This design comes from an exercise in tuning for small area on the open sky130 flow, not from production work.
Function was checked by simulation only, so behaviour that the tests miss may differ from the original.
Power is estimated from default activity; no workload was simulated.

==> flow/design.v, too long to show whole: its modules and the start of the top module <==
// module fmul: 2355 lines
// module fmul_fa: 4 lines
// module fmul_ha: 4 lines
// module fmul_hn: 4 lines
module fmul (
    input  wire        clk,
    input  wire [31:0] a,
    input  wire [31:0] b,
    output reg  [31:0] s
);
  // ...
==> flow/run.sh <==
#!/bin/bash
# synth_recipe.tcl (not shown) runs the flow's synth.tcl, then flattens the netlist and writes it again
# the make line also repeats each setting of config.mk as NAME=value (left out here)
make -C /OpenROAD-flow-scripts/flow DESIGN_CONFIG=/design/flow/config.mk WORK_HOME=/design/flow/orfs CLKGATE_MAP_FILE= SYNTH_SCRIPT=/design/flow/synth_recipe.tcl finish
==> flow/config.mk <==
export PLATFORM = sky130hd
export DESIGN_NAME = fmul
export DESIGN_NICKNAME = fmul
export VERILOG_FILES = /design/flow/design.v
export SDC_FILE = /design/flow/constraint.sdc
export NUM_CORES = 4
export LEC_CHECK = 0
export CAP_MARGIN = 20
export CORE_MARGIN = 2
export CORE_UTILIZATION = 40
export SLEW_MARGIN = 20
export SYNTH_HIERARCHICAL = 1
==> flow/constraint.sdc <==
create_clock -name core_clock -period 18.0 [get_ports {clk}]
set_input_delay 3.6000 -clock core_clock [delete_from_list [all_inputs] [get_ports {clk}]]
set_output_delay 3.6000 -clock core_clock [all_outputs]
set_load 0.01 [all_outputs]
==> run summary, run 1 <==
most area-consuming cells after synthesis fa_1 61%, nand2_1 12%, dfxtp_1 5.7%; clock tree buffer count of the final layout 5; Seq cells post-synth 40; global-route wire length before repair 70.9 mm; Root Driver clkbuf_16; cell count along the critical path 41; maximum fanout along the worst path 3; clock share of power 0.030; sequential cell area fraction in the yosys report 0.0572; CP delay by family, top adder cells; busiest layer in global routing met2; number of antenna violations at the first check in global routing 2; largest registers in the final layout rp (26), re0 (9); start point of the critical path a[2]; Area growth, synth to finish 14.7%; power consumed by combinational cells 2.93 mW; Core Footprint 34500 um2; Final Non-Filler Cells 1949; post-synthesis simple-gate area fraction 0.176; period utilization 0.977; Max-cap violations 0; max FFs per register 26; pre-CTS worst setup slack -936 ps; arrival time worst endpoint 17780 ps; actual transition at the worst max-transition pin 916 ps; async set-or-reset flop fraction in the synthesized netlist 0; post-CTS clock slew at the launch and capture registers of the worst setup and hold paths 60 ps; 1st-pass router iterations 6; final hold violations 0; result of the run finished clean; uppermost layer routed met5; WHS 3900 ps; buffer count excluding the clock tree in the final layout 198; post_cts resized 19; portion of total power attributed to sequential cells 0.074; yosys warns 7; I/O pin total 97; number of instances in the synthesized netlist 1400; worst hold path class in -> reg; Final Net Count 2000; average wire length per cell after detail routing 23.5 um; count of buffering cells on the critical path with inverters included 4; Yosys top cell area share 0.614; GPL Wtd Cong 0.998
==> inputs of run 2 (changes only) <==
--- a/flow/design.v
+++ b/flow/design.v
@@ -1,17 +1,15 @@
 `timescale 1ns/1ps
 module fmul (
     input  wire        clk,
     input  wire [31:0] a,
     input  wire [31:0] b,
     output reg  [31:0] s
 );
-  wire [22:0] x = a[22:0];
-  wire [22:0] y = b[22:0];
   wire q1;
   wire q2;
   wire q3;
   wire q4;
   wire q5;
   wire q6;
   wire q7;
   wire q8;
@@ -1353,491 +1351,491 @@
   wire s1344;
   wire c1345;
   wire s1346;
   wire c1347;
   wire s1348;
   wire c1349;
   wire s1350;
   wire c1351;
-  assign q1 = ~(x[10] & y[10]);
-  assign q2 = ~(x[10] & y[11]);
-  assign q3 = ~(x[10] & y[12]);
-  assign q4 = ~(x[10] & y[13]);
-  assign q5 = ~(x[10] & y[14]);
-  assign q6 = ~(x[10] & y[15]);
-  assign q7 = ~(x[10] & y[16]);
-  assign q8 = ~(x[10] & y[17]);
-  assign q9 = ~(x[10] & y[18]);
-  assign q10 = ~(x[10] & y[19]);
-  assign q11 = ~(x[10] & y[20]);
-  assign q12 = ~(x[10] & y[21]);
-  assign q13 = ~(x[10] & y[22]);
-  assign q14 = ~(x[11] & y[10]);
-  assign q15 = ~(x[11] & y[11]);
-  assign q16 = ~(x[11] & y[12]);
-  assign q17 = ~(x[11] & y[13]);
-  assign q18 = ~(x[11] & y[14]);
-  assign q19 = ~(x[11] & y[15]);
-  assign q20 = ~(x[11] & y[16]);
-  assign q21 = ~(x[11] & y[17]);
-  assign q22 = ~(x[11] & y[18]);
-  assign q23 = ~(x[11] & y[19]);
-  assign q24 = ~(x[11] & y[20]);
-  assign q25 = ~(x[11] & y[21]);
-  assign q26 = ~(x[11] & y[22]);
-  assign q27 = ~(x[12] & y[10]);
-  assign q28 = ~(x[12] & y[11]);
-  assign q29 = ~(x[12] & y[12]);
-  assign q30 = ~(x[12] & y[13]);
-  assign q31 = ~(x[12] & y[14]);
-  assign q32 = ~(x[12] & y[15]);
-  assign q33 = ~(x[12] & y[16]);
-  assign q34 = ~(x[12] & y[17]);
-  assign q35 = ~(x[12] & y[18]);
-  assign q36 = ~(x[12] & y[19]);
-  assign q37 = ~(x[12] & y[20]);
-  assign q38 = ~(x[12] & y[21]);
-  assign q39 = ~(x[12] & y[22]);
-  assign q40 = ~(x[13] & y[10]);
-  assign q41 = ~(x[13] & y[11]);
-  assign q42 = ~(x[13] & y[12]);
-  assign q43 = ~(x[13] & y[13]);
-  assign q44 = ~(x[13] & y[14]);
-  assign q45 = ~(x[13] & y[15]);
-  assign q46 = ~(x[13] & y[16]);
-  assign q47 = ~(x[13] & y[17]);
-  assign q48 = ~(x[13] & y[18]);
-  assign q49 = ~(x[13] & y[19]);
-  assign q50 = ~(x[13] & y[20]);
-  assign q51 = ~(x[13] & y[21]);
-  assign q52 = ~(x[13] & y[22]);
-  assign q53 = ~(x[14] & y[10]);
-  assign q54 = ~(x[14] & y[11]);
-  assign q55 = ~(x[14] & y[12]);
-  assign q56 = ~(x[14] & y[13]);
-  assign q57 = ~(x[14] & y[14]);
-  assign q58 = ~(x[14] & y[15]);
-  assign q59 = ~(x[14] & y[16]);
-  assign q60 = ~(x[14] & y[17]);
-  assign q61 = ~(x[14] & y[18]);
-  assign q62 = ~(x[14] & y[19]);
-  assign q63 = ~(x[14] & y[20]);
-  assign q64 = ~(x[14] & y[21]);
-  assign q65 = ~(x[14] & y[22]);
-  assign q66 = ~(x[15] & y[10]);
-  assign q67 = ~(x[15] & y[11]);
-  assign q68 = ~(x[15] & y[12]);
-  assign q69 = ~(x[15] & y[13]);
-  assign q70 = ~(x[15] & y[14]);
-  assign q71 = ~(x[15] & y[15]);
-  assign q72 = ~(x[15] & y[16]);
-  assign q73 = ~(x[15] & y[17]);
-  assign q74 = ~(x[15] & y[18]);
-  assign q75 = ~(x[15] & y[19]);
-  assign q76 = ~(x[15] & y[20]);
-  assign q77 = ~(x[15] & y[21]);
-  assign q78 = ~(x[15] & y[22]);
-  assign q79 = ~(x[16] & y[10]);
-  assign q80 = ~(x[16] & y[11]);
-  assign q81 = ~(x[16] & y[12]);
-  assign q82 = ~(x[16] & y[13]);
-  assign q83 = ~(x[16] & y[14]);
-  assign q84 = ~(x[16] & y[15]);
-  assign q85 = ~(x[16] & y[16]);
-  assign q86 = ~(x[16] & y[17]);
-  assign q87 = ~(x[16] & y[18]);
-  assign q88 = ~(x[16] & y[19]);
-  assign q89 = ~(x[16] & y[20]);
-  assign q90 = ~(x[16] & y[21]);
-  assign q91 = ~(x[16] & y[22]);
-  assign q92 = ~(x[17] & y[10]);
-  assign q93 = ~(x[17] & y[11]);
-  assign q94 = ~(x[17] & y[12]);
-  assign q95 = ~(x[17] & y[13]);
-  assign q96 = ~(x[17] & y[14]);
-  assign q97 = ~(x[17] & y[15]);
-  assign q98 = ~(x[17] & y[16]);
-  assign q99 = ~(x[17] & y[17]);
-  assign q100 = ~(x[17] & y[18]);
-  assign q101 = ~(x[17] & y[19]);
-  assign q102 = ~(x[17] & y[20]);
-  assign q103 = ~(x[17] & y[21]);
-  assign q104 = ~(x[17] & y[22]);
-  assign q105 = ~(x[18] & y[10]);
-  assign q106 = ~(x[18] & y[11]);
-  assign q107 = ~(x[18] & y[12]);
-  assign q108 = ~(x[18] & y[13]);
-  assign q109 = ~(x[18] & y[14]);
-  assign q110 = ~(x[18] & y[15]);
-  assign q111 = ~(x[18] & y[16]);
-  assign q112 = ~(x[18] & y[17]);
-  assign q113 = ~(x[18] & y[18]);
-  assign q114 = ~(x[18] & y[19]);
-  assign q115 = ~(x[18] & y[20]);
-  assign q116 = ~(x[18] & y[21]);
-  assign q117 = ~(x[18] & y[22]);
-  assign q118 = ~(x[19] & y[10]);
-  assign q119 = ~(x[19] & y[11]);
-  assign q120 = ~(x[19] & y[12]);
-  assign q121 = ~(x[19] & y[13]);
-  assign q122 = ~(x[19] & y[14]);
-  assign q123 = ~(x[19] & y[15]);
-  assign q124 = ~(x[19] & y[16]);
-  assign q125 = ~(x[19] & y[17]);
-  assign q126 = ~(x[19] & y[18]);
-  assign q127 = ~(x[19] & y[19]);
-  assign q128 = ~(x[19] & y[20]);
-  assign q129 = ~(x[19] & y[21]);
-  assign q130 = ~(x[19] & y[22]);
-  assign q131 = ~(x[20] & y[10]);
-  assign q132 = ~(x[20] & y[11]);
-  assign q133 = ~(x[20] & y[12]);
-  assign q134 = ~(x[20] & y[13]);
-  assign q135 = ~(x[20] & y[14]);
-  assign q136 = ~(x[20] & y[15]);
-  assign q137 = ~(x[20] & y[16]);
-  assign q138 = ~(x[20] & y[17]);
-  assign q139 = ~(x[20] & y[18]);
-  assign q140 = ~(x[20] & y[19]);
-  assign q141 = ~(x[20] & y[20]);
-  assign q142 = ~(x[20] & y[21]);
-  assign q143 = ~(x[20] & y[22]);
-  assign q144 = ~(x[21] & y[10]);
-  assign q145 = ~(x[21] & y[11]);
-  assign q146 = ~(x[21] & y[12]);
-  assign q147 = ~(x[21] & y[13]);
-  assign q148 = ~(x[21] & y[14]);
-  assign q149 = ~(x[21] & y[15]);
-  assign q150 = ~(x[21] & y[16]);
-  assign q151 = ~(x[21] & y[17]);
-  assign q152 = ~(x[21] & y[18]);
-  assign q153 = ~(x[21] & y[19]);
-  assign q154 = ~(x[21] & y[20]);
-  assign q155 = ~(x[21] & y[21]);
-  assign q156 = ~(x[21] & y[22]);
-  assign q157 = ~(x[22] & y[10]);
-  assign q158 = ~(x[22] & y[11]);
-  assign q159 = ~(x[22] & y[12]);
-  assign q160 = ~(x[22] & y[13]);
-  assign q161 = ~(x[22] & y[14]);
-  assign q162 = ~(x[22] & y[15]);
-  assign q163 = ~(x[22] & y[16]);
-  assign q164 = ~(x[22] & y[17]);
-  assign q165 = ~(x[22] & y[18]);
-  assign q166 = ~(x[22] & y[19]);
-  assign q167 = ~(x[22] & y[20]);
-  assign q168 = ~(x[22] & y[21]);
-  assign q169 = ~(x[22] & y[22]);
-  assign l170 = ~x[10];
-  assign l171 = ~y[10];
-  assign l172 = ~x[11];
-  assign l173 = ~y[11];
-  assign l174 = ~x[12];
-  assign l175 = ~y[12];
-  assign l176 = ~x[13];
-  assign l177 = ~y[13];
-  assign l178 = ~x[14];
-  assign l179 = ~y[14];
-  assign l180 = ~x[15];
-  assign l181 = ~y[15];
-  assign l182 = ~x[16];
-  assign l183 = ~y[16];
-  assign l184 = ~x[17];
-  assign l185 = ~y[17];
-  assign l186 = ~x[18];
-  assign l187 = ~y[18];
-  assign l188 = ~x[19];
-  assign l189 = ~y[19];
-  assign l190 = ~x[20];
-  assign l191 = ~y[20];
-  assign l192 = ~x[21];
-  assign l193 = ~y[21];
-  assign l194 = ~x[22];
-  assign l195 = ~y[22];
-  assign l196 = ~y[0];
-  assign l197 = ~x[0];
-  assign l198 = ~y[1];
-  assign l199 = ~x[1];
-  assign l200 = ~y[2];
-  assign l201 = ~x[2];
-  assign l202 = ~y[3];
-  assign l203 = ~x[3];
-  assign l204 = ~y[4];
-  assign l205 = ~x[4];
-  assign l206 = ~y[5];
-  assign l207 = ~x[5];
-  assign l208 = ~y[6];
-  assign l209 = ~x[6];
-  assign l210 = ~y[7];
-  assign l211 = ~x[7];
-  assign l212 = ~y[8];
-  assign l213 = ~x[8];
-  assign l214 = ~y[9];
-  assign l215 = ~x[9];
-  assign q216 = ~(x[10] & y[0]);
-  assign q217 = ~(y[10] & x[0]);
-  assign q218 = ~(x[10] & y[1]);
-  assign q219 = ~(y[10] & x[1]);
-  assign q220 = ~(x[10] & y[2]);
-  assign q221 = ~(y[10] & x[2]);
-  assign q222 = ~(x[10] & y[3]);
-  assign q223 = ~(y[10] & x[3]);
-  assign q224 = ~(x[10] & y[4]);
-  assign q225 = ~(y[10] & x[4]);
-  assign q226 = ~(x[10] & y[5]);
-  assign q227 = ~(y[10] & x[5]);
-  assign q228 = ~(x[10] & y[6]);
-  assign q229 = ~(y[10] & x[6]);
-  assign q230 = ~(x[10] & y[7]);
-  assign q231 = ~(y[10] & x[7]);
-  assign q232 = ~(x[10] & y[8]);
-  assign q233 = ~(y[10] & x[8]);
-  assign q234 = ~(x[10] & y[9]);
-  assign q235 = ~(y[10] & x[9]);
-  assign q236 = ~(x[11] & y[0]);
-  assign q237 = ~(y[11] & x[0]);
-  assign q238 = ~(x[11] & y[1]);
-  assign q239 = ~(y[11] & x[1]);
-  assign q240 = ~(x[11] & y[2]);
-  assign q241 = ~(y[11] & x[2]);
-  assign q242 = ~(x[11] & y[3]);
-  assign q243 = ~(y[11] & x[3]);
-  assign q244 = ~(x[11] & y[4]);
-  assign q245 = ~(y[11] & x[4]);
-  assign q246 = ~(x[11] & y[5]);
-  assign q247 = ~(y[11] & x[5]);
-  assign q248 = ~(x[11] & y[6]);
-  assign q249 = ~(y[11] & x[6]);
-  assign q250 = ~(x[11] & y[7]);
-  assign q251 = ~(y[11] & x[7]);
-  assign q252 = ~(x[11] & y[8]);
-  assign q253 = ~(y[11] & x[8]);
-  assign q254 = ~(x[11] & y[9]);
-  assign q255 = ~(y[11] & x[9]);
-  assign q256 = ~(x[12] & y[0]);
-  assign q257 = ~(y[12] & x[0]);
-  assign q258 = ~(x[12] & y[1]);
-  assign q259 = ~(y[12] & x[1]);
-  assign q260 = ~(x[12] & y[2]);
-  assign q261 = ~(y[12] & x[2]);
-  assign q262 = ~(x[12] & y[3]);
-  assign q263 = ~(y[12] & x[3]);
-  assign q264 = ~(x[12] & y[4]);
-  assign q265 = ~(y[12] & x[4]);
-  assign q266 = ~(x[12] & y[5]);
-  assign q267 = ~(y[12] & x[5]);
-  assign q268 = ~(x[12] & y[6]);
-  assign q269 = ~(y[12] & x[6]);
-  assign q270 = ~(x[12] & y[7]);
-  assign q271 = ~(y[12] & x[7]);
-  assign q272 = ~(x[12] & y[8]);
-  assign q273 = ~(y[12] & x[8]);
-  assign q274 = ~(x[12] & y[9]);
-  assign q275 = ~(y[12] & x[9]);
-  assign q276 = ~(x[13] & y[0]);
-  assign q277 = ~(y[13] & x[0]);
-  assign q278 = ~(x[13] & y[1]);
-  assign q279 = ~(y[13] & x[1]);
-  assign q280 = ~(x[13] & y[2]);
-  assign q281 = ~(y[13] & x[2]);
-  assign q282 = ~(x[13] & y[3]);
-  assign q283 = ~(y[13] & x[3]);
-  assign q284 = ~(x[13] & y[4]);
-  assign q285 = ~(y[13] & x[4]);
-  assign q286 = ~(x[13] & y[5]);
-  assign q287 = ~(y[13] & x[5]);
-  assign q288 = ~(x[13] & y[6]);
-  assign q289 = ~(y[13] & x[6]);
-  assign q290 = ~(x[13] & y[7]);
-  assign q291 = ~(y[13] & x[7]);
-  assign q292 = ~(x[13] & y[8]);
-  assign q293 = ~(y[13] & x[8]);
-  assign q294 = ~(x[13] & y[9]);
-  assign q295 = ~(y[13] & x[9]);
-  assign q296 = ~(x[14] & y[0]);
-  assign q297 = ~(y[14] & x[0]);
-  assign q298 = ~(x[14] & y[1]);
-  assign q299 = ~(y[14] & x[1]);
-  assign q300 = ~(x[14] & y[2]);
-  assign q301 = ~(y[14] & x[2]);
-  assign q302 = ~(x[14] & y[3]);
-  assign q303 = ~(y[14] & x[3]);
-  assign q304 = ~(x[14] & y[4]);
-  assign q305 = ~(y[14] & x[4]);
-  assign q306 = ~(x[14] & y[5]);
-  assign q307 = ~(y[14] & x[5]);
-  assign q308 = ~(x[14] & y[6]);
-  assign q309 = ~(y[14] & x[6]);
-  assign q310 = ~(x[14] & y[7]);
-  assign q311 = ~(y[14] & x[7]);
-  assign q312 = ~(x[14] & y[8]);
-  assign q313 = ~(y[14] & x[8]);
-  assign q314 = ~(x[14] & y[9]);
-  assign q315 = ~(y[14] & x[9]);
-  assign q316 = ~(x[15] & y[0]);
-  assign q317 = ~(y[15] & x[0]);
-  assign q318 = ~(x[15] & y[1]);
-  assign q319 = ~(y[15] & x[1]);
-  assign q320 = ~(x[15] & y[2]);
-  assign q321 = ~(y[15] & x[2]);
-  assign q322 = ~(x[15] & y[3]);
-  assign q323 = ~(y[15] & x[3]);
-  assign q324 = ~(x[15] & y[4]);
-  assign q325 = ~(y[15] & x[4]);
-  assign q326 = ~(x[15] & y[5]);
-  assign q327 = ~(y[15] & x[5]);
-  assign q328 = ~(x[15] & y[6]);
-  assign q329 = ~(y[15] & x[6]);
-  assign q330 = ~(x[15] & y[7]);
-  assign q331 = ~(y[15] & x[7]);
-  assign q332 = ~(x[15] & y[8]);
-  assign q333 = ~(y[15] & x[8]);
-  assign q334 = ~(x[15] & y[9]);
-  assign q335 = ~(y[15] & x[9]);
-  assign q336 = ~(x[16] & y[0]);
-  assign q337 = ~(y[16] & x[0]);
-  assign q338 = ~(x[16] & y[1]);
-  assign q339 = ~(y[16] & x[1]);
-  assign q340 = ~(x[16] & y[2]);
-  assign q341 = ~(y[16] & x[2]);
-  assign q342 = ~(x[16] & y[3]);
-  assign q343 = ~(y[16] & x[3]);
-  assign q344 = ~(x[16] & y[4]);
-  assign q345 = ~(y[16] & x[4]);
-  assign q346 = ~(x[16] & y[5]);
-  assign q347 = ~(y[16] & x[5]);
-  assign q348 = ~(x[16] & y[6]);
-  assign q349 = ~(y[16] & x[6]);
-  assign q350 = ~(x[16] & y[7]);
-  assign q351 = ~(y[16] & x[7]);
-  assign q352 = ~(x[16] & y[8]);
-  assign q353 = ~(y[16] & x[8]);
-  assign q354 = ~(x[16] & y[9]);
-  assign q355 = ~(y[16] & x[9]);
-  assign q356 = ~(x[17] & y[0]);
-  assign q357 = ~(y[17] & x[0]);
-  assign q358 = ~(x[17] & y[1]);
-  assign q359 = ~(y[17] & x[1]);
-  assign q360 = ~(x[17] & y[2]);
-  assign q361 = ~(y[17] & x[2]);
-  assign q362 = ~(x[17] & y[3]);
-  assign q363 = ~(y[17] & x[3]);
-  assign q364 = ~(x[17] & y[4]);
-  assign q365 = ~(y[17] & x[4]);
-  assign q366 = ~(x[17] & y[5]);
-  assign q367 = ~(y[17] & x[5]);
-  assign q368 = ~(x[17] & y[6]);
-  assign q369 = ~(y[17] & x[6]);
-  assign q370 = ~(x[17] & y[7]);
-  assign q371 = ~(y[17] & x[7]);
-  assign q372 = ~(x[17] & y[8]);
-  assign q373 = ~(y[17] & x[8]);
-  assign q374 = ~(x[17] & y[9]);
-  assign q375 = ~(y[17] & x[9]);
-  assign q376 = ~(x[18] & y[0]);
-  assign q377 = ~(y[18] & x[0]);
-  assign q378 = ~(x[18] & y[1]);
-  assign q379 = ~(y[18] & x[1]);
-  assign q380 = ~(x[18] & y[2]);
-  assign q381 = ~(y[18] & x[2]);
-  assign q382 = ~(x[18] & y[3]);
-  assign q383 = ~(y[18] & x[3]);
-  assign q384 = ~(x[18] & y[4]);
-  assign q385 = ~(y[18] & x[4]);
-  assign q386 = ~(x[18] & y[5]);
-  assign q387 = ~(y[18] & x[5]);
-  assign q388 = ~(x[18] & y[6]);
-  assign q389 = ~(y[18] & x[6]);
-  assign q390 = ~(x[18] & y[7]);
-  assign q391 = ~(y[18] & x[7]);
-  assign q392 = ~(x[18] & y[8]);
-  assign q393 = ~(y[18] & x[8]);
-  assign q394 = ~(x[18] & y[9]);
-  assign q395 = ~(y[18] & x[9]);
-  assign q396 = ~(x[19] & y[0]);
-  assign q397 = ~(y[19] & x[0]);
-  assign q398 = ~(x[19] & y[1]);
-  assign q399 = ~(y[19] & x[1]);
-  assign q400 = ~(x[19] & y[2]);
-  assign q401 = ~(y[19] & x[2]);
-  assign q402 = ~(x[19] & y[3]);
-  assign q403 = ~(y[19] & x[3]);
-  assign q404 = ~(x[19] & y[4]);
-  assign q405 = ~(y[19] & x[4]);
-  assign q406 = ~(x[19] & y[5]);
-  assign q407 = ~(y[19] & x[5]);
-  assign q408 = ~(x[19] & y[6]);
-  assign q409 = ~(y[19] & x[6]);
-  assign q410 = ~(x[19] & y[7]);
-  assign q411 = ~(y[19] & x[7]);
-  assign q412 = ~(x[19] & y[8]);
-  assign q413 = ~(y[19] & x[8]);
-  assign q414 = ~(x[19] & y[9]);
-  assign q415 = ~(y[19] & x[9]);
-  assign q416 = ~(x[20] & y[0]);
-  assign q417 = ~(y[20] & x[0]);
-  assign q418 = ~(x[20] & y[1]);
-  assign q419 = ~(y[20] & x[1]);
-  assign q420 = ~(x[20] & y[2]);
-  assign q421 = ~(y[20] & x[2]);
-  assign q422 = ~(x[20] & y[3]);
-  assign q423 = ~(y[20] & x[3]);
-  assign q424 = ~(x[20] & y[4]);
-  assign q425 = ~(y[20] & x[4]);
-  assign q426 = ~(x[20] & y[5]);
-  assign q427 = ~(y[20] & x[5]);
-  assign q428 = ~(x[20] & y[6]);
-  assign q429 = ~(y[20] & x[6]);
-  assign q430 = ~(x[20] & y[7]);
-  assign q431 = ~(y[20] & x[7]);
-  assign q432 = ~(x[20] & y[8]);
-  assign q433 = ~(y[20] & x[8]);
-  assign q434 = ~(x[20] & y[9]);
-  assign q435 = ~(y[20] & x[9]);
-  assign q436 = ~(x[21] & y[0]);
-  assign q437 = ~(y[21] & x[0]);
-  assign q438 = ~(x[21] & y[1]);
-  assign q439 = ~(y[21] & x[1]);
-  assign q440 = ~(x[21] & y[2]);
-  assign q441 = ~(y[21] & x[2]);
-  assign q442 = ~(x[21] & y[3]);
-  assign q443 = ~(y[21] & x[3]);
-  assign q444 = ~(x[21] & y[4]);
-  assign q445 = ~(y[21] & x[4]);
-  assign q446 = ~(x[21] & y[5]);
-  assign q447 = ~(y[21] & x[5]);
-  assign q448 = ~(x[21] & y[6]);
-  assign q449 = ~(y[21] & x[6]);
-  assign q450 = ~(x[21] & y[7]);
-  assign q451 = ~(y[21] & x[7]);
-  assign q452 = ~(x[21] & y[8]);
-  assign q453 = ~(y[21] & x[8]);
-  assign q454 = ~(x[21] & y[9]);
-  assign q455 = ~(y[21] & x[9]);
-  assign q456 = ~(x[22] & y[0]);
-  assign q457 = ~(y[22] & x[0]);
-  assign q458 = ~(x[22] & y[1]);
-  assign q459 = ~(y[22] & x[1]);
-  assign q460 = ~(x[22] & y[2]);
-  assign q461 = ~(y[22] & x[2]);
-  assign q462 = ~(x[22] & y[3]);
-  assign q463 = ~(y[22] & x[3]);
-  assign q464 = ~(x[22] & y[4]);
-  assign q465 = ~(y[22] & x[4]);
-  assign q466 = ~(x[22] & y[5]);
-  assign q467 = ~(y[22] & x[5]);
-  assign q468 = ~(x[22] & y[6]);
-  assign q469 = ~(y[22] & x[6]);
-  assign q470 = ~(x[22] & y[7]);
-  assign q471 = ~(y[22] & x[7]);
-  assign q472 = ~(x[22] & y[8]);
-  assign q473 = ~(y[22] & x[8]);
-  assign q474 = ~(x[22] & y[9]);
-  assign q475 = ~(y[22] & x[9]);
+  assign q1 = ~(a[10] & b[10]);
+  assign q2 = ~(a[10] & b[11]);
+  assign q3 = ~(a[10] & b[12]);
+  assign q4 = ~(a[10] & b[13]);
+  assign q5 = ~(a[10] & b[14]);
+  assign q6 = ~(a[10] & b[15]);
+  assign q7 = ~(a[10] & b[16]);
+  assign q8 = ~(a[10] & b[17]);
+  assign q9 = ~(a[10] & b[18]);
+  assign q10 = ~(a[10] & b[19]);
+  assign q11 = ~(a[10] & b[20]);
+  assign q12 = ~(a[10] & b[21]);
+  assign q13 = ~(a[10] & b[22]);
+  assign q14 = ~(a[11] & b[10]);
+  assign q15 = ~(a[11] & b[11]);
+  assign q16 = ~(a[11] & b[12]);
+  assign q17 = ~(a[11] & b[13]);
+  assign q18 = ~(a[11] & b[14]);
+  assign q19 = ~(a[11] & b[15]);
+  assign q20 = ~(a[11] & b[16]);
+  assign q21 = ~(a[11] & b[17]);
+  assign q22 = ~(a[11] & b[18]);
+  assign q23 = ~(a[11] & b[19]);
+  assign q24 = ~(a[11] & b[20]);
+  assign q25 = ~(a[11] & b[21]);
+  assign q26 = ~(a[11] & b[22]);
+  assign q27 = ~(a[12] & b[10]);
+  assign q28 = ~(a[12] & b[11]);
+  assign q29 = ~(a[12] & b[12]);
+  assign q30 = ~(a[12] & b[13]);
+  assign q31 = ~(a[12] & b[14]);
+  assign q32 = ~(a[12] & b[15]);
+  assign q33 = ~(a[12] & b[16]);
+  assign q34 = ~(a[12] & b[17]);
+  assign q35 = ~(a[12] & b[18]);
+  assign q36 = ~(a[12] & b[19]);
+  assign q37 = ~(a[12] & b[20]);
+  assign q38 = ~(a[12] & b[21]);
+  assign q39 = ~(a[12] & b[22]);
+  assign q40 = ~(a[13] & b[10]);
+  assign q41 = ~(a[13] & b[11]);
+  assign q42 = ~(a[13] & b[12]);
+  assign q43 = ~(a[13] & b[13]);
+  assign q44 = ~(a[13] & b[14]);
+  assign q45 = ~(a[13] & b[15]);
+  assign q46 = ~(a[13] & b[16]);
+  assign q47 = ~(a[13] & b[17]);
+  assign q48 = ~(a[13] & b[18]);
+  assign q49 = ~(a[13] & b[19]);
+  assign q50 = ~(a[13] & b[20]);
+  assign q51 = ~(a[13] & b[21]);
+  assign q52 = ~(a[13] & b[22]);
+  assign q53 = ~(a[14] & b[10]);
+  assign q54 = ~(a[14] & b[11]);
+  assign q55 = ~(a[14] & b[12]);
+  assign q56 = ~(a[14] & b[13]);
+  assign q57 = ~(a[14] & b[14]);
+  assign q58 = ~(a[14] & b[15]);
+  assign q59 = ~(a[14] & b[16]);
+  assign q60 = ~(a[14] & b[17]);
+  assign q61 = ~(a[14] & b[18]);
+  assign q62 = ~(a[14] & b[19]);
+  assign q63 = ~(a[14] & b[20]);
+  assign q64 = ~(a[14] & b[21]);
+  assign q65 = ~(a[14] & b[22]);
+  assign q66 = ~(a[15] & b[10]);
+  assign q67 = ~(a[15] & b[11]);
+  assign q68 = ~(a[15] & b[12]);
+  assign q69 = ~(a[15] & b[13]);
+  assign q70 = ~(a[15] & b[14]);
+  assign q71 = ~(a[15] & b[15]);
+  assign q72 = ~(a[15] & b[16]);
+  assign q73 = ~(a[15] & b[17]);
+  assign q74 = ~(a[15] & b[18]);
+  assign q75 = ~(a[15] & b[19]);
+  assign q76 = ~(a[15] & b[20]);
+  assign q77 = ~(a[15] & b[21]);
+  assign q78 = ~(a[15] & b[22]);
+  assign q79 = ~(a[16] & b[10]);
+  assign q80 = ~(a[16] & b[11]);
+  assign q81 = ~(a[16] & b[12]);
+  assign q82 = ~(a[16] & b[13]);
+  assign q83 = ~(a[16] & b[14]);
+  assign q84 = ~(a[16] & b[15]);
+  assign q85 = ~(a[16] & b[16]);
+  assign q86 = ~(a[16] & b[17]);
+  assign q87 = ~(a[16] & b[18]);
+  assign q88 = ~(a[16] & b[19]);
+  assign q89 = ~(a[16] & b[20]);
+  assign q90 = ~(a[16] & b[21]);
+  assign q91 = ~(a[16] & b[22]);
+  assign q92 = ~(a[17] & b[10]);
+  assign q93 = ~(a[17] & b[11]);
+  assign q94 = ~(a[17] & b[12]);
+  assign q95 = ~(a[17] & b[13]);
+  assign q96 = ~(a[17] & b[14]);
+  assign q97 = ~(a[17] & b[15]);
+  assign q98 = ~(a[17] & b[16]);
+  assign q99 = ~(a[17] & b[17]);
+  assign q100 = ~(a[17] & b[18]);
+  assign q101 = ~(a[17] & b[19]);
+  assign q102 = ~(a[17] & b[20]);
+  assign q103 = ~(a[17] & b[21]);
+  assign q104 = ~(a[17] & b[22]);
+  assign q105 = ~(a[18] & b[10]);
+  assign q106 = ~(a[18] & b[11]);
+  assign q107 = ~(a[18] & b[12]);
+  assign q108 = ~(a[18] & b[13]);
+  assign q109 = ~(a[18] & b[14]);
+  assign q110 = ~(a[18] & b[15]);
+  assign q111 = ~(a[18] & b[16]);
+  assign q112 = ~(a[18] & b[17]);
+  assign q113 = ~(a[18] & b[18]);
+  assign q114 = ~(a[18] & b[19]);
+  assign q115 = ~(a[18] & b[20]);
+  assign q116 = ~(a[18] & b[21]);
+  assign q117 = ~(a[18] & b[22]);
+  assign q118 = ~(a[19] & b[10]);
+  assign q119 = ~(a[19] & b[11]);
+  assign q120 = ~(a[19] & b[12]);
+  assign q121 = ~(a[19] & b[13]);
+  assign q122 = ~(a[19] & b[14]);
+  assign q123 = ~(a[19] & b[15]);
+  assign q124 = ~(a[19] & b[16]);
+  assign q125 = ~(a[19] & b[17]);
+  assign q126 = ~(a[19] & b[18]);
+  assign q127 = ~(a[19] & b[19]);
+  assign q128 = ~(a[19] & b[20]);
+  assign q129 = ~(a[19] & b[21]);
+  assign q130 = ~(a[19] & b[22]);
+  assign q131 = ~(a[20] & b[10]);
+  assign q132 = ~(a[20] & b[11]);
+  assign q133 = ~(a[20] & b[12]);
+  assign q134 = ~(a[20] & b[13]);
+  assign q135 = ~(a[20] & b[14]);
+  assign q136 = ~(a[20] & b[15]);
+  assign q137 = ~(a[20] & b[16]);
+  assign q138 = ~(a[20] & b[17]);
+  assign q139 = ~(a[20] & b[18]);
+  assign q140 = ~(a[20] & b[19]);
+  assign q141 = ~(a[20] & b[20]);
+  assign q142 = ~(a[20] & b[21]);
+  assign q143 = ~(a[20] & b[22]);
+  assign q144 = ~(a[21] & b[10]);
+  assign q145 = ~(a[21] & b[11]);
+  assign q146 = ~(a[21] & b[12]);
+  assign q147 = ~(a[21] & b[13]);
+  assign q148 = ~(a[21] & b[14]);
+  assign q149 = ~(a[21] & b[15]);
+  assign q150 = ~(a[21] & b[16]);
+  assign q151 = ~(a[21] & b[17]);
+  assign q152 = ~(a[21] & b[18]);
+  assign q153 = ~(a[21] & b[19]);
+  assign q154 = ~(a[21] & b[20]);
+  assign q155 = ~(a[21] & b[21]);
+  assign q156 = ~(a[21] & b[22]);
+  assign q157 = ~(a[22] & b[10]);
+  assign q158 = ~(a[22] & b[11]);
+  assign q159 = ~(a[22] & b[12]);
+  assign q160 = ~(a[22] & b[13]);
+  assign q161 = ~(a[22] & b[14]);
+  assign q162 = ~(a[22] & b[15]);
+  assign q163 = ~(a[22] & b[16]);
+  assign q164 = ~(a[22] & b[17]);
+  assign q165 = ~(a[22] & b[18]);
+  assign q166 = ~(a[22] & b[19]);
+  assign q167 = ~(a[22] & b[20]);
+  assign q168 = ~(a[22] & b[21]);
+  assign q169 = ~(a[22] & b[22]);
+  assign l170 = ~a[10];
+  assign l171 = ~b[10];
+  assign l172 = ~a[11];
+  assign l173 = ~b[11];
+  assign l174 = ~a[12];
+  assign l175 = ~b[12];
+  assign l176 = ~a[13];
+  assign l177 = ~b[13];
+  assign l178 = ~a[14];
+  assign l179 = ~b[14];
+  assign l180 = ~a[15];
+  assign l181 = ~b[15];
+  assign l182 = ~a[16];
+  assign l183 = ~b[16];
+  assign l184 = ~a[17];
+  assign l185 = ~b[17];
+  assign l186 = ~a[18];
+  assign l187 = ~b[18];
+  assign l188 = ~a[19];
+  assign l189 = ~b[19];
+  assign l190 = ~a[20];
+  assign l191 = ~b[20];
+  assign l192 = ~a[21];
+  assign l193 = ~b[21];
+  assign l194 = ~a[22];
+  assign l195 = ~b[22];
+  assign l196 = ~b[0];
+  assign l197 = ~a[0];
+  assign l198 = ~b[1];
+  assign l199 = ~a[1];
+  assign l200 = ~b[2];
+  assign l201 = ~a[2];
+  assign l202 = ~b[3];
+  assign l203 = ~a[3];
+  assign l204 = ~b[4];
+  assign l205 = ~a[4];
+  assign l206 = ~b[5];
+  assign l207 = ~a[5];
+  assign l208 = ~b[6];
+  assign l209 = ~a[6];
+  assign l210 = ~b[7];
+  assign l211 = ~a[7];
+  assign l212 = ~b[8];
+  assign l213 = ~a[8];
+  assign l214 = ~b[9];
+  assign l215 = ~a[9];
+  assign q216 = ~(a[10] & b[0]);
+  assign q217 = ~(b[10] & a[0]);
+  assign q218 = ~(a[10] & b[1]);
+  assign q219 = ~(b[10] & a[1]);
+  assign q220 = ~(a[10] & b[2]);
+  assign q221 = ~(b[10] & a[2]);
+  assign q222 = ~(a[10] & b[3]);
+  assign q223 = ~(b[10] & a[3]);
+  assign q224 = ~(a[10] & b[4]);
+  assign q225 = ~(b[10] & a[4]);
+  assign q226 = ~(a[10] & b[5]);
+  assign q227 = ~(b[10] & a[5]);
+  assign q228 = ~(a[10] & b[6]);
+  assign q229 = ~(b[10] & a[6]);
+  assign q230 = ~(a[10] & b[7]);
+  assign q231 = ~(b[10] & a[7]);
+  assign q232 = ~(a[10] & b[8]);
+  assign q233 = ~(b[10] & a[8]);
+  assign q234 = ~(a[10] & b[9]);
+  assign q235 = ~(b[10] & a[9]);
+  assign q236 = ~(a[11] & b[0]);
+  assign q237 = ~(b[11] & a[0]);
+  assign q238 = ~(a[11] & b[1]);
+  assign q239 = ~(b[11] & a[1]);
+  assign q240 = ~(a[11] & b[2]);
+  assign q241 = ~(b[11] & a[2]);
+  assign q242 = ~(a[11] & b[3]);
+  assign q243 = ~(b[11] & a[3]);
+  assign q244 = ~(a[11] & b[4]);
+  assign q245 = ~(b[11] & a[4]);
+  assign q246 = ~(a[11] & b[5]);
+  assign q247 = ~(b[11] & a[5]);
+  assign q248 = ~(a[11] & b[6]);
+  assign q249 = ~(b[11] & a[6]);
+  assign q250 = ~(a[11] & b[7]);
+  assign q251 = ~(b[11] & a[7]);
+  assign q252 = ~(a[11] & b[8]);
+  assign q253 = ~(b[11] & a[8]);
+  assign q254 = ~(a[11] & b[9]);
+  assign q255 = ~(b[11] & a[9]);
+  assign q256 = ~(a[12] & b[0]);
+  assign q257 = ~(b[12] & a[0]);
+  assign q258 = ~(a[12] & b[1]);
+  assign q259 = ~(b[12] & a[1]);
+  assign q260 = ~(a[12] & b[2]);
+  assign q261 = ~(b[12] & a[2]);
+  assign q262 = ~(a[12] & b[3]);
+  assign q263 = ~(b[12] & a[3]);
+  assign q264 = ~(a[12] & b[4]);
+  assign q265 = ~(b[12] & a[4]);
+  assign q266 = ~(a[12] & b[5]);
+  assign q267 = ~(b[12] & a[5]);
+  assign q268 = ~(a[12] & b[6]);
+  assign q269 = ~(b[12] & a[6]);
+  assign q270 = ~(a[12] & b[7]);
+  assign q271 = ~(b[12] & a[7]);
+  assign q272 = ~(a[12] & b[8]);
+  assign q273 = ~(b[12] & a[8]);
+  assign q274 = ~(a[12] & b[9]);
+  assign q275 = ~(b[12] & a[9]);
+  assign q276 = ~(a[13] & b[0]);
+  assign q277 = ~(b[13] & a[0]);
+  assign q278 = ~(a[13] & b[1]);
+  assign q279 = ~(b[13] & a[1]);
+  assign q280 = ~(a[13] & b[2]);
+  assign q281 = ~(b[13] & a[2]);
+  assign q282 = ~(a[13] & b[3]);
+  assign q283 = ~(b[13] & a[3]);
+  assign q284 = ~(a[13] & b[4]);
+  assign q285 = ~(b[13] & a[4]);
+  assign q286 = ~(a[13] & b[5]);
+  assign q287 = ~(b[13] & a[5]);
+  assign q288 = ~(a[13] & b[6]);
+  assign q289 = ~(b[13] & a[6]);
+  assign q290 = ~(a[13] & b[7]);
+  assign q291 = ~(b[13] & a[7]);
+  assign q292 = ~(a[13] & b[8]);
+  assign q293 = ~(b[13] & a[8]);
+  assign q294 = ~(a[13] & b[9]);
+  assign q295 = ~(b[13] & a[9]);
+  assign q296 = ~(a[14] & b[0]);
+  assign q297 = ~(b[14] & a[0]);
+  assign q298 = ~(a[14] & b[1]);
+  assign q299 = ~(b[14] & a[1]);
+  assign q300 = ~(a[14] & b[2]);
+  assign q301 = ~(b[14] & a[2]);
+  assign q302 = ~(a[14] & b[3]);
+  assign q303 = ~(b[14] & a[3]);
+  assign q304 = ~(a[14] & b[4]);
+  assign q305 = ~(b[14] & a[4]);
+  assign q306 = ~(a[14] & b[5]);
+  assign q307 = ~(b[14] & a[5]);
+  assign q308 = ~(a[14] & b[6]);
+  assign q309 = ~(b[14] & a[6]);
+  assign q310 = ~(a[14] & b[7]);
+  assign q311 = ~(b[14] & a[7]);
+  assign q312 = ~(a[14] & b[8]);
+  assign q313 = ~(b[14] & a[8]);
+  assign q314 = ~(a[14] & b[9]);
+  assign q315 = ~(b[14] & a[9]);
+  assign q316 = ~(a[15] & b[0]);
+  assign q317 = ~(b[15] & a[0]);
+  assign q318 = ~(a[15] & b[1]);
+  assign q319 = ~(b[15] & a[1]);
+  assign q320 = ~(a[15] & b[2]);
+  assign q321 = ~(b[15] & a[2]);
+  assign q322 = ~(a[15] & b[3]);
+  assign q323 = ~(b[15] & a[3]);
+  assign q324 = ~(a[15] & b[4]);
+  assign q325 = ~(b[15] & a[4]);
+  assign q326 = ~(a[15] & b[5]);
+  assign q327 = ~(b[15] & a[5]);
+  assign q328 = ~(a[15] & b[6]);
+  assign q329 = ~(b[15] & a[6]);
+  assign q330 = ~(a[15] & b[7]);
+  assign q331 = ~(b[15] & a[7]);
+  assign q332 = ~(a[15] & b[8]);
+  assign q333 = ~(b[15] & a[8]);
+  assign q334 = ~(a[15] & b[9]);
+  assign q335 = ~(b[15] & a[9]);
+  assign q336 = ~(a[16] & b[0]);
+  assign q337 = ~(b[16] & a[0]);
+  assign q338 = ~(a[16] & b[1]);
+  assign q339 = ~(b[16] & a[1]);
+  assign q340 = ~(a[16] & b[2]);
+  assign q341 = ~(b[16] & a[2]);
+  assign q342 = ~(a[16] & b[3]);
+  assign q343 = ~(b[16] & a[3]);
+  assign q344 = ~(a[16] & b[4]);
+  assign q345 = ~(b[16] & a[4]);
+  assign q346 = ~(a[16] & b[5]);
+  assign q347 = ~(b[16] & a[5]);
+  assign q348 = ~(a[16] & b[6]);
+  assign q349 = ~(b[16] & a[6]);
+  assign q350 = ~(a[16] & b[7]);
+  assign q351 = ~(b[16] & a[7]);
+  assign q352 = ~(a[16] & b[8]);
+  assign q353 = ~(b[16] & a[8]);
+  assign q354 = ~(a[16] & b[9]);
+  assign q355 = ~(b[16] & a[9]);
+  assign q356 = ~(a[17] & b[0]);
+  assign q357 = ~(b[17] & a[0]);
+  assign q358 = ~(a[17] & b[1]);
+  assign q359 = ~(b[17] & a[1]);
+  assign q360 = ~(a[17] & b[2]);
+  assign q361 = ~(b[17] & a[2]);
+  assign q362 = ~(a[17] & b[3]);
+  assign q363 = ~(b[17] & a[3]);
+  assign q364 = ~(a[17] & b[4]);
+  assign q365 = ~(b[17] & a[4]);
+  assign q366 = ~(a[17] & b[5]);
+  assign q367 = ~(b[17] & a[5]);
+  assign q368 = ~(a[17] & b[6]);
+  assign q369 = ~(b[17] & a[6]);
+  assign q370 = ~(a[17] & b[7]);
+  assign q371 = ~(b[17] & a[7]);
+  assign q372 = ~(a[17] & b[8]);
+  assign q373 = ~(b[17] & a[8]);
+  assign q374 = ~(a[17] & b[9]);
+  assign q375 = ~(b[17] & a[9]);
+  assign q376 = ~(a[18] & b[0]);
+  assign q377 = ~(b[18] & a[0]);
+  assign q378 = ~(a[18] & b[1]);
+  assign q379 = ~(b[18] & a[1]);
+  assign q380 = ~(a[18] & b[2]);
+  assign q381 = ~(b[18] & a[2]);
+  assign q382 = ~(a[18] & b[3]);
+  assign q383 = ~(b[18] & a[3]);
+  assign q384 = ~(a[18] & b[4]);
+  assign q385 = ~(b[18] & a[4]);
+  assign q386 = ~(a[18] & b[5]);
+  assign q387 = ~(b[18] & a[5]);
+  assign q388 = ~(a[18] & b[6]);
+  assign q389 = ~(b[18] & a[6]);
+  assign q390 = ~(a[18] & b[7]);
+  assign q391 = ~(b[18] & a[7]);
+  assign q392 = ~(a[18] & b[8]);
+  assign q393 = ~(b[18] & a[8]);
+  assign q394 = ~(a[18] & b[9]);
+  assign q395 = ~(b[18] & a[9]);
+  assign q396 = ~(a[19] & b[0]);
+  assign q397 = ~(b[19] & a[0]);
+  assign q398 = ~(a[19] & b[1]);
+  assign q399 = ~(b[19] & a[1]);
+  assign q400 = ~(a[19] & b[2]);
+  assign q401 = ~(b[19] & a[2]);
+  assign q402 = ~(a[19] & b[3]);
+  assign q403 = ~(b[19] & a[3]);
+  assign q404 = ~(a[19] & b[4]);
+  assign q405 = ~(b[19] & a[4]);
+  assign q406 = ~(a[19] & b[5]);
+  assign q407 = ~(b[19] & a[5]);
+  assign q408 = ~(a[19] & b[6]);
+  assign q409 = ~(b[19] & a[6]);
+  assign q410 = ~(a[19] & b[7]);
+  assign q411 = ~(b[19] & a[7]);
+  assign q412 = ~(a[19] & b[8]);
+  assign q413 = ~(b[19] & a[8]);
+  assign q414 = ~(a[19] & b[9]);
+  assign q415 = ~(b[19] & a[9]);
+  assign q416 = ~(a[20] & b[0]);
+  assign q417 = ~(b[20] & a[0]);
+  assign q418 = ~(a[20] & b[1]);
+  assign q419 = ~(b[20] & a[1]);
+  assign q420 = ~(a[20] & b[2]);
+  assign q421 = ~(b[20] & a[2]);
+  assign q422 = ~(a[20] & b[3]);
+  assign q423 = ~(b[20] & a[3]);
+  assign q424 = ~(a[20] & b[4]);
+  assign q425 = ~(b[20] & a[4]);
+  assign q426 = ~(a[20] & b[5]);
+  assign q427 = ~(b[20] & a[5]);
+  assign q428 = ~(a[20] & b[6]);
+  assign q429 = ~(b[20] & a[6]);
+  assign q430 = ~(a[20] & b[7]);
+  assign q431 = ~(b[20] & a[7]);
+  assign q432 = ~(a[20] & b[8]);
+  assign q433 = ~(b[20] & a[8]);
+  assign q434 = ~(a[20] & b[9]);
+  assign q435 = ~(b[20] & a[9]);
+  assign q436 = ~(a[21] & b[0]);
+  assign q437 = ~(b[21] & a[0]);
+  assign q438 = ~(a[21] & b[1]);
+  assign q439 = ~(b[21] & a[1]);
+  assign q440 = ~(a[21] & b[2]);
+  assign q441 = ~(b[21] & a[2]);
+  assign q442 = ~(a[21] & b[3]);
+  assign q443 = ~(b[21] & a[3]);
+  assign q444 = ~(a[21] & b[4]);
+  assign q445 = ~(b[21] & a[4]);
+  assign q446 = ~(a[21] & b[5]);
+  assign q447 = ~(b[21] & a[5]);
+  assign q448 = ~(a[21] & b[6]);
+  assign q449 = ~(b[21] & a[6]);
+  assign q450 = ~(a[21] & b[7]);
+  assign q451 = ~(b[21] & a[7]);
+  assign q452 = ~(a[21] & b[8]);
+  assign q453 = ~(b[21] & a[8]);
+  assign q454 = ~(a[21] & b[9]);
+  assign q455 = ~(b[21] & a[9]);
+  assign q456 = ~(a[22] & b[0]);
+  assign q457 = ~(b[22] & a[0]);
+  assign q458 = ~(a[22] & b[1]);
+  assign q459 = ~(b[22] & a[1]);
+  assign q460 = ~(a[22] & b[2]);
+  assign q461 = ~(b[22] & a[2]);
+  assign q462 = ~(a[22] & b[3]);
+  assign q463 = ~(b[22] & a[3]);
+  assign q464 = ~(a[22] & b[4]);
+  assign q465 = ~(b[22] & a[4]);
+  assign q466 = ~(a[22] & b[5]);
+  assign q467 = ~(b[22] & a[5]);
+  assign q468 = ~(a[22] & b[6]);
+  assign q469 = ~(b[22] & a[6]);
+  assign q470 = ~(a[22] & b[7]);
+  assign q471 = ~(b[22] & a[7]);
+  assign q472 = ~(a[22] & b[8]);
+  assign q473 = ~(b[22] & a[8]);
+  assign q474 = ~(a[22] & b[9]);
+  assign q475 = ~(b[22] & a[9]);
   assign c476 = q218 | q236;
   fmul_fa u478 (.a(q220), .b(q238), .ci(q256), .s(s477), .co(c478));
   assign c479 = c476 | s477;
   fmul_fa u481 (.a(q222), .b(q240), .ci(q258), .s(s480), .co(c481));
   fmul_fa u483 (.a(q276), .b(c478), .ci(s480), .s(s482), .co(c483));
   assign c484 = c479 | s482;
   fmul_fa u486 (.a(q224), .b(q242), .ci(q260), .s(s485), .co(c486));
   fmul_fa u488 (.a(q278), .b(q296), .ci(c481), .s(s487), .co(c488));
@@ -2043,17 +2041,18 @@
   fmul_fa u873 (.a(c823), .b(c825), .ci(s860), .s(s872), .co(c873));
   fmul_fa u875 (.a(s862), .b(s864), .ci(s866), .s(s874), .co(c875));
   fmul_fa u877 (.a(s868), .b(c827), .ci(c829), .s(s876), .co(c877));
   fmul_fa u879 (.a(c831), .b(s870), .ci(s872), .s(s878), .co(c879));
   fmul_fa u881 (.a(c833), .b(s874), .ci(c835), .s(s880), .co(c881));
   fmul_fa u883 (.a(s876), .b(c837), .ci(s878), .s(s882), .co(c883));
   fmul_fa u885 (.a(c839), .b(s880), .ci(s882), .s(s884), .co(c885));
   fmul_fa u887 (.a(c841), .b(s884), .ci(c843), .s(s886), .co(c887));
-  fmul_hn u889 (.a(s886), .b(c845), .s(s888), .co(c889));
+  assign s888 = ~(s886 ^ c845);
+  assign c889 = s886 | c845;
   fmul_fa u891 (.a(l202), .b(l203), .ci(q19), .s(s890), .co(c891));
   fmul_fa u893 (.a(q31), .b(q374), .ci(q375), .s(s892), .co(c893));
   fmul_fa u895 (.a(q392), .b(q393), .ci(q410), .s(s894), .co(c895));
   fmul_fa u897 (.a(q411), .b(q428), .ci(q429), .s(s896), .co(c897));
   fmul_fa u899 (.a(q43), .b(q446), .ci(q447), .s(s898), .co(c899));
   fmul_fa u901 (.a(q464), .b(q465), .ci(q55), .s(s900), .co(c901));
   fmul_fa u903 (.a(q67), .b(q7), .ci(q79), .s(s902), .co(c903));
   fmul_fa u905 (.a(c847), .b(c849), .ci(c851), .s(s904), .co(c905));
@@ -2275,94 +2274,96 @@
   fmul_fa u1337 (.a(c1325), .b(s1334), .ci(c1327), .s(s1336), .co(c1337));
   fmul_fa u1339 (.a(s1336), .b(c1329), .ci(c1331), .s(s1338), .co(c1339));
   fmul_fa u1341 (.a(l192), .b(l193), .ci(q169), .s(s1340), .co(c1341));
   fmul_fa u1343 (.a(c1333), .b(s1340), .ci(c1335), .s(s1342), .co(c1343));
   fmul_fa u1345 (.a(s1342), .b(c1337), .ci(c1339), .s(s1344), .co(c1345));
   fmul_fa u1347 (.a(l194), .b(l195), .ci(c1341), .s(s1346), .co(c1347));
   fmul_fa u1349 (.a(s1346), .b(c1343), .ci(c1345), .s(s1348), .co(c1349));
   fmul_ha u1351 (.a(c1347), .b(c1349), .s(s1350), .co(c1351));
-  wire [27:0] pt;
-  assign pt[0] = ~s674;
-  assign pt[1] = ~s714;
-  assign pt[2] = ~s756;
-  assign pt[3] = ~s800;
-  assign pt[4] = ~s844;
-  assign pt[5] = ~s888;
-  assign pt[6] = ~s930;
-  assign pt[7] = ~s970;
-  assign pt[8] = ~s1008;
-  assign pt[9] = ~s1044;
-  assign pt[10] = ~s1078;
-  assign pt[11] = ~s1110;
-  assign pt[12] = ~s1140;
-  assign pt[13] = ~s1168;
-  assign pt[14] = ~s1194;
-  assign pt[15] = ~s1218;
-  assign pt[16] = ~s1240;
-  assign pt[17] = ~s1260;
-  assign pt[18] = ~s1278;
-  assign pt[19] = ~s1294;
-  assign pt[20] = ~s1308;
-  assign pt[21] = ~s1320;
-  assign pt[22] = ~s1330;
-  assign pt[23] = ~s1338;
-  assign pt[24] = ~s1344;
-  assign pt[25] = ~s1348;
-  assign pt[26] = ~s1350;
-  assign pt[27] = ~c1351;
+  wire [27:0] pn;
+  assign pn[0] = s674;
+  assign pn[1] = s714;
+  assign pn[2] = s756;
+  assign pn[3] = s800;
+  assign pn[4] = s844;
+  assign pn[5] = s888;
+  assign pn[6] = s930;
+  assign pn[7] = s970;
+  assign pn[8] = s1008;
+  assign pn[9] = s1044;
+  assign pn[10] = s1078;
+  assign pn[11] = s1110;
+  assign pn[12] = s1140;
+  assign pn[13] = s1168;
+  assign pn[14] = s1194;
+  assign pn[15] = s1218;
+  assign pn[16] = s1240;
+  assign pn[17] = s1260;
+  assign pn[18] = s1278;
+  assign pn[19] = s1294;
+  assign pn[20] = s1308;
+  assign pn[21] = s1320;
+  assign pn[22] = s1330;
+  assign pn[23] = s1338;
+  assign pn[24] = s1344;
+  assign pn[25] = s1348;
+  assign pn[26] = s1350;
+  assign pn[27] = c1351;
   wire [7:0]  ea  = a[30:23];
   wire [7:0]  eb  = b[30:23];
   wire ea_max = &ea;
   wire eb_max = &eb;
   wire ea_z   = ~|ea;
   wire eb_z   = ~|eb;
-  wire a_nan  = ea_max & (|a[22:0]);
-  wire b_nan  = eb_max & (|b[22:0]);
-  reg  [25:0] rp;
-  reg         rst;
-  reg  [8:0]  re0;
-  reg         rsg, rnan, rinf, rzer;
+  wire nan    = (ea_max & (|a[22:0])) | (eb_max & (|b[22:0])) |
+                (ea_max & eb_z) | (ea_z & eb_max);
+  wire inf    = ea_max | eb_max;
+  wire zer    = ea_z | eb_z;
+  wire [8:0]  es  = {1'b0, ea} + {1'b0, eb} + 9'd1;
+  wire [8:0]  ef  = zer ? 9'd0 : (inf ? 9'd400 : es);
+  reg  [25:0] rpn;    
+  reg         rst;    
+  reg  [8:0]  re;
+  reg         rsg, rnan;
   always @(posedge clk) begin
-    rp   <= pt[27:2];
-    rst  <= pt[1] | pt[0];
-    re0  <= {1'b0, ea} + {1'b0, eb};
-    rsg  <= a[31] ^ b[31];
-    rnan <= a_nan | b_nan | (ea_max & eb_z) | (ea_z & eb_max);
-    rinf <= ea_max | eb_max;
-    rzer <= ea_z | eb_z;
+    rpn  <= pn[27:2];
+    rst  <= ~(pn[1] & pn[0]);
+    re   <= ef;
+    rsg  <= (a[31] ^ b[31]) & ~nan;
+    rnan <= nan;
   end
-  wire        p27 = rp[25];
-  wire [22:0] fr  = p27 ? rp[24:2] : rp[23:1];
-  wire        g   = p27 ? rp[1] : rp[0];
-  wire        st  = rst | (p27 & rp[0]);
+  wire        p27 = ~rpn[25];
+  wire [22:0] fr  = ~(p27 ? rpn[24:2] : rpn[23:1]);
+  wire        g   = ~(p27 ? rpn[1] : rpn[0]);
+  wire        st  = rst | (p27 & ~rpn[0]);
   wire        rup = g & (fr[0] | st);
-  wire [23:0] fi  = {1'b0, fr} + {23'd0, rup};
+  wire [23:0] fi;
+  wire [23:0] ic;
+  assign ic[0] = rup;
+  genvar k;
+  generate for (k = 0; k < 23; k = k + 1) begin : inc
+    fmul_ha h (.a(fr[k]), .b(ic[k]), .s(fi[k]), .co(ic[k+1]));
+  end endgenerate
+  assign fi[23] = ic[23];
   wire        rc  = fi[23];
-  wire [8:0]  e   = re0 + {8'd0, p27} + {8'd0, rc};
-  wire [8:0]  em  = e - 9'd127;
-  wire        uf  = (e <= 9'd127);
-  wire        of  = (e > 9'd381);
+  wire [8:0]  xe;
+  wire [9:0]  xc;
+  fmul_fa xf (.a(re[0]), .b(p27), .ci(rc), .s(xe[0]), .co(xc[1]));
+  generate for (k = 1; k < 9; k = k + 1) begin : xinc
+    fmul_ha h (.a(re[k]), .b(xc[k]), .s(xe[k]), .co(xc[k+1]));
+  end endgenerate
+  wire        uf  = (xe <= 9'd128);
+  wire        of  = (xe >= 9'd383);
   always @* begin
-    if (rnan)
-      s = 32'h7fffffff;
-    else if (rinf)
-      s = {rsg, 8'hff, 23'd0};
-    else if (rzer || uf)
-      s = {rsg, 31'd0};
-    else if (of)
-      s = {rsg, 8'hff, 23'd0};
-    else
-      s = {rsg, em[7:0], fi[22:0]};
+    s[31]    = rsg;
+    s[30:23] = (rnan | of) ? 8'hff : (uf ? 8'h00 : {~xe[7], xe[6:0]});
+    s[22:0]  = rnan ? 23'h7fffff : ((uf | of) ? 23'd0 : fi[22:0]);
   end
 endmodule
 module fmul_fa (input wire a, input wire b, input wire ci, output wire s, output wire co);
   assign s  = a ^ b ^ ci;
   assign co = (a & b) | (a & ci) | (b & ci);
 endmodule
 module fmul_ha (input wire a, input wire b, output wire s, output wire co);
   assign s  = a ^ b;
   assign co = a & b;
 endmodule
-module fmul_hn (input wire a, input wire b, output wire s, output wire co);
-  assign s  = ~(a ^ b);
-  assign co = a | b;
-endmodule
==> flow/flow/run.sh (new file) <==
#!/bin/bash
# Layout flow: the standard flow (standard.sh, unchanged synthesis) with
# two placement settings changed:
#  - every input and output port is buffered with buf_2 (buffer_ports -buffer_cell)
#  - the buffers Yosys/ABC inserted are removed at floorplan (REMOVE_ABC_BUFFERS),
#    so repair_design re-buffers only where the layout needs it
# All make output goes to standard.log in the work folder; ORFS's per-step logs
# stay under orfs/logs.
set -euo pipefail
cd "$(dirname "$0")/.."
bash standard.sh \
  BUFFER_PORTS_ARGS="-buffer_cell sky130_fd_sc_hd__buf_2" \
  REMOVE_ABC_BUFFERS=1 \
  finish > standard.log 2>&1
==> flow/standard.sh (new file) <==
#!/bin/bash
# synth_recipe.tcl (not shown) runs the flow's synth.tcl, then flattens the netlist and writes it again
# the make line also repeats each setting of config.mk as NAME=value (left out here)
make -C /OpenROAD-flow-scripts/flow DESIGN_CONFIG=/design/flow/config.mk WORK_HOME=/design/flow/orfs CLKGATE_MAP_FILE= SYNTH_SCRIPT=/design/flow/synth_recipe.tcl "${@:-finish}"
==> flow/config.mk (replaced) <==
export PLATFORM = sky130hd
export DESIGN_NAME = fmul
export DESIGN_NICKNAME = fmul
export VERILOG_FILES = /design/flow/design.v
export SDC_FILE = /design/flow/constraint.sdc
export NUM_CORES = 4
export LEC_CHECK = 0
export CAP_MARGIN = 20
export CORE_MARGIN = 2
export CORE_UTILIZATION = 40
export GPL_TIMING_DRIVEN = 0
export SLEW_MARGIN = 20
export SYNTH_HIERARCHICAL = 1
removed: flow/run.sh
==> run 2 against run 1 <==
Net effect:
- setup slack gained 8.1 ps
- combinational power shrank 23%
- synthesized area fell by 6.0%
- design area down 12%
- global-route usage is 2.2 points lower
- non-clock buffer count is 101 lower
- routed wire length down 15%
- die area down 5.9%
- sequential share of layout area grew 0.39 points
- critical endpoint is now rpn[24]$_DFF_P_
==> run summary, run 2 <==
setup TNS 0 ps; DRC violations left 0; number of max-slew violations in the final report 0; DRC marker count from the first detailed-route iteration 700; clock tree from TritonCTS built; Post-synth EDFFs 0; die area 34300 um2; actual transition at the worst max-transition pin 973 ps (+56.8 ps); number of antenna violations at the first check in global routing 0 (-2); max FFs per register 26 (unchanged); DR vias 9559; via count of the first global-routing pass 10800; Root Driver clkbuf_16; post-CTS setup buffer count 0; average wire length per cell after detail routing 23.1 um (-1.9%); total wire length after detailed routing 39.1 mm; share of cells above drive strength 1 0.109; cell internal power dissipation 1.32 mW; GPL Wtd Cong 0.838 (-16%); worst hold path class in -> reg; most numerous cell on the critical path fa_1; critical setup path kind in -> reg; most area-consuming cells after synthesis fa_1 65%, nand2_1 13%, dfxtp_1 5.8%; Antenna Nets Post-Route 0; highest cell delay on the worst timing path 500 ps; largest registers in the final layout rpn (26), re (9); post-CTS clock slew at the launch and capture registers of the worst setup and hold paths 60 ps (about the same); CP delay by family, top adder cells; number of port buffers 96; final instance area 14200 um2; maximum fanout along the worst path 25 (+22); clock share of power 0.039 (+0.009); cell types with the highest counts after synthesis 438 x nand2_1, 429 x fa_1, 98 x clkbuf_1; worst max-slew margin expressed relative to the limit 0.351; part of the total power dissipated in combinational logic 0.877; Max-cap violations 0 (unchanged); register ranked first by flip-flop count rpn; fraction of the core area covered by cells at the end of the flow 0.436; Total GRT Usage 0.239; placed wire-length estimate 27.4 mm; period utilization 0.977 (about the same); final hold violations 0 (unchanged); floorplan die width 185 um; Final setup viols 0; startpoint kind of the worst setup timing path input port; switching power summed over all nets 1.27 mW; result of the run finished clean; Seq cells post-synth 38 (-5.0%); 1st-pass router iterations 5 (-1); proportion of total power due to net switching 0.490; Max clock buf depth 2; I/O pin total 97 (unchanged); count of hold buffers inserted by post-cts repair 0; antenna cells 0; Tmin final 17580 ps; dominant cell by count in the synthesized netlist nand2_1; arrival time worst endpoint 17750 ps (-30 ps); sequential cell area in the final layout 762 um2; global-route wire length before repair 61.0 mm (-14%); sink count of the clock tree 38; row count 66; slowest cell on the critical path fa_1; area of the multi-input gates 11800 um2; Inserted Clock Buffers 5; vertical extent of the die 185 um; most used cells in the layout excluding fill and tap cells 436 x nand2_1, 419 x fa_1, 74 x buf_2; Final Net Count 1786 (-11%); Area growth, synth to finish 7.73%; sequential cell area fraction in the yosys report 0.0579 (+0.000626); total power density per cell area 182 nW/um2; placed standard-cell area 13800 um2; htree depth 2; yosys warns 7 (unchanged); mean instance size in the synthesized netlist 10.5 um2; primary flip-flop cell chosen by synthesis mapping dfxtp_1; Yosys top cell area share 0.653 (+0.0394); initial cell density of the core 0.405; async set-or-reset flop fraction in the synthesized netlist 0 (unchanged); count of buffering cells on the critical path with inverters included 3 (-1); cell area after synthesis 13100 um2; critical path capture point type flip-flop; pin count of the biggest net entering global routing 26; most common cell after layout, fill and taps aside nand2_1; area leader, netlist fa_1; number of instances in the synthesized netlist 1251 (-11%); static power due to leakage 5.40 nW; Max Clock Freq 56.9 MHz; portion of total power attributed to sequential cells 0.084 (+0.010); worst ir drop on vdd 0.000184 V; Yosys cell types 39; vias per cell 5.64; total global routing overflow 0; Core Footprint 32500 um2 (-5.8%); required time reported for the critical path endpoint 18160 ps; number of fill cells in the layout 3109
[run 2: cell types whose count changed in the layout (fill, tap and decap cells not counted), moves of 17 or more]
cell,before,now
buf_4,99,9
clkdlybuf4s50_1,90,0
xor2_1,24,0
buf_2,0,74
nand2_1,456,436
inv_1,85,57
xnor2_1,18,1
ha_1,14,41
[run 2: cell type report]
class | count | share of cell area
clock buffers | 5 | 0.00883
clock inverters | 3 | 0.00283
inverters | 57 | 0.0151
multi-input cells | 1052 | 0.835
flip-flops and latches | 38 | 0.0538
well taps | 442 | 0.0390
repair buffers | 97 | 0.0458
[run 2: what timing repair did]
action / CTS / global route
resized for setup: 44 / 18
pin swaps: 0 / 2
setup endpoints to repair: 3 / 3
[run 2: through the flow]
stage	hold slack, ps	power [mW]	std cells	worst slack [ps]
2_1_floorplan	3740	1.75	1147	625
3_3_place_gp	3840	2.50	1685	-786
3_5_place_dp	3850	2.54	1686	-852
4_1_cts	3560	2.65	1694	35.8
5_1_grt	3570	2.94	1694	-5.69
6_report	3560	2.58	1694	417
[run 2: kinds of logic after synthesis]
family	count (synthesis)	share of synthesized area
AND/OR/NAND/NOR	505	0.156
adder cells (fa/ha/maj)	470	0.692
buffers and inverters	161	0.0466
AO/OA/AOI/OAI	52	0.0286
flip-flops	38	0.0579
multiplexers	24	0.0184
XOR/XNOR	1	0.000666
[run 2: path summary, 6_finish.rpt]
| kind | start | endpoint | slack (ps) | cells past startpoint |
|---|---|---|---|---|
| hold / removal | a[31] | rsg$_DFF_P_ | 3560 | 3 |
| setup / recovery | b[14] | rpn[24]$_DFF_P_ | 420 | 39 |
[run 2: power by group through the flow]
| stage | logic, mW | registers, mW | clock network, mW |
|---|---|---|---|
| after floorplan | 1.54 | 0.210 | 0 |
| after global placement | 2.28 | 0.217 | 0 |
| after detailed placement | 2.32 | 0.218 | 0 |
| after CTS | 2.33 | 0.217 | 0.104 |
| after global routing | 2.60 | 0.222 | 0.110 |
| final | 2.27 | 0.216 | 0.101 |
[run 2: per-module statistics from Yosys, one instance, submodules excluded]
module | cells inside | flip-flops and latches
fmul_ha | 1 | 0
fmul | 791 | 38
fmul_fa | 1 | 0
[run 2: routing by layer]
layer,up-vias,share of wire,GRT usage
met5,-,0,0
met3,85,0.098,0.0521
met2,545,0.48,0.389
met1,5128,0.39,0.321
li1,3801,-,-
met4,0,0.034,0.0749

==> port drivers added, routing unchanged <==
The results above use ideal ports. As a check the final layouts listed here were re-extracted and re-timed, cells and wires unchanged.
Step 1 assumes that a clkbuf_16 drives the clock port and a buf_2 every other input.
Step 2, shift: input delay + t, output delay - t, t = (earliest + latest rising clock arrival at the registers) / 2. This alone moves slack from input paths to output paths.
Three values: ideal, step 1, step 2; two values: the first two.
run	t (ns)	slack for setup (ns)	slew at the worst register clock pin (ns)	pins driven straight from the clock port
run 1	0.314	0.409 / 0.402 / 0.089	0.06 / 0.06	1
run 2	0.317	0.417 / 0.390 / 0.074	0.06 / 0.06	1
After both steps setup and hold are still met in every run listed. For run 2, which loses most, drivers alone change the setup slack by -0.027 ns; drivers and shift together by -0.343 ns.
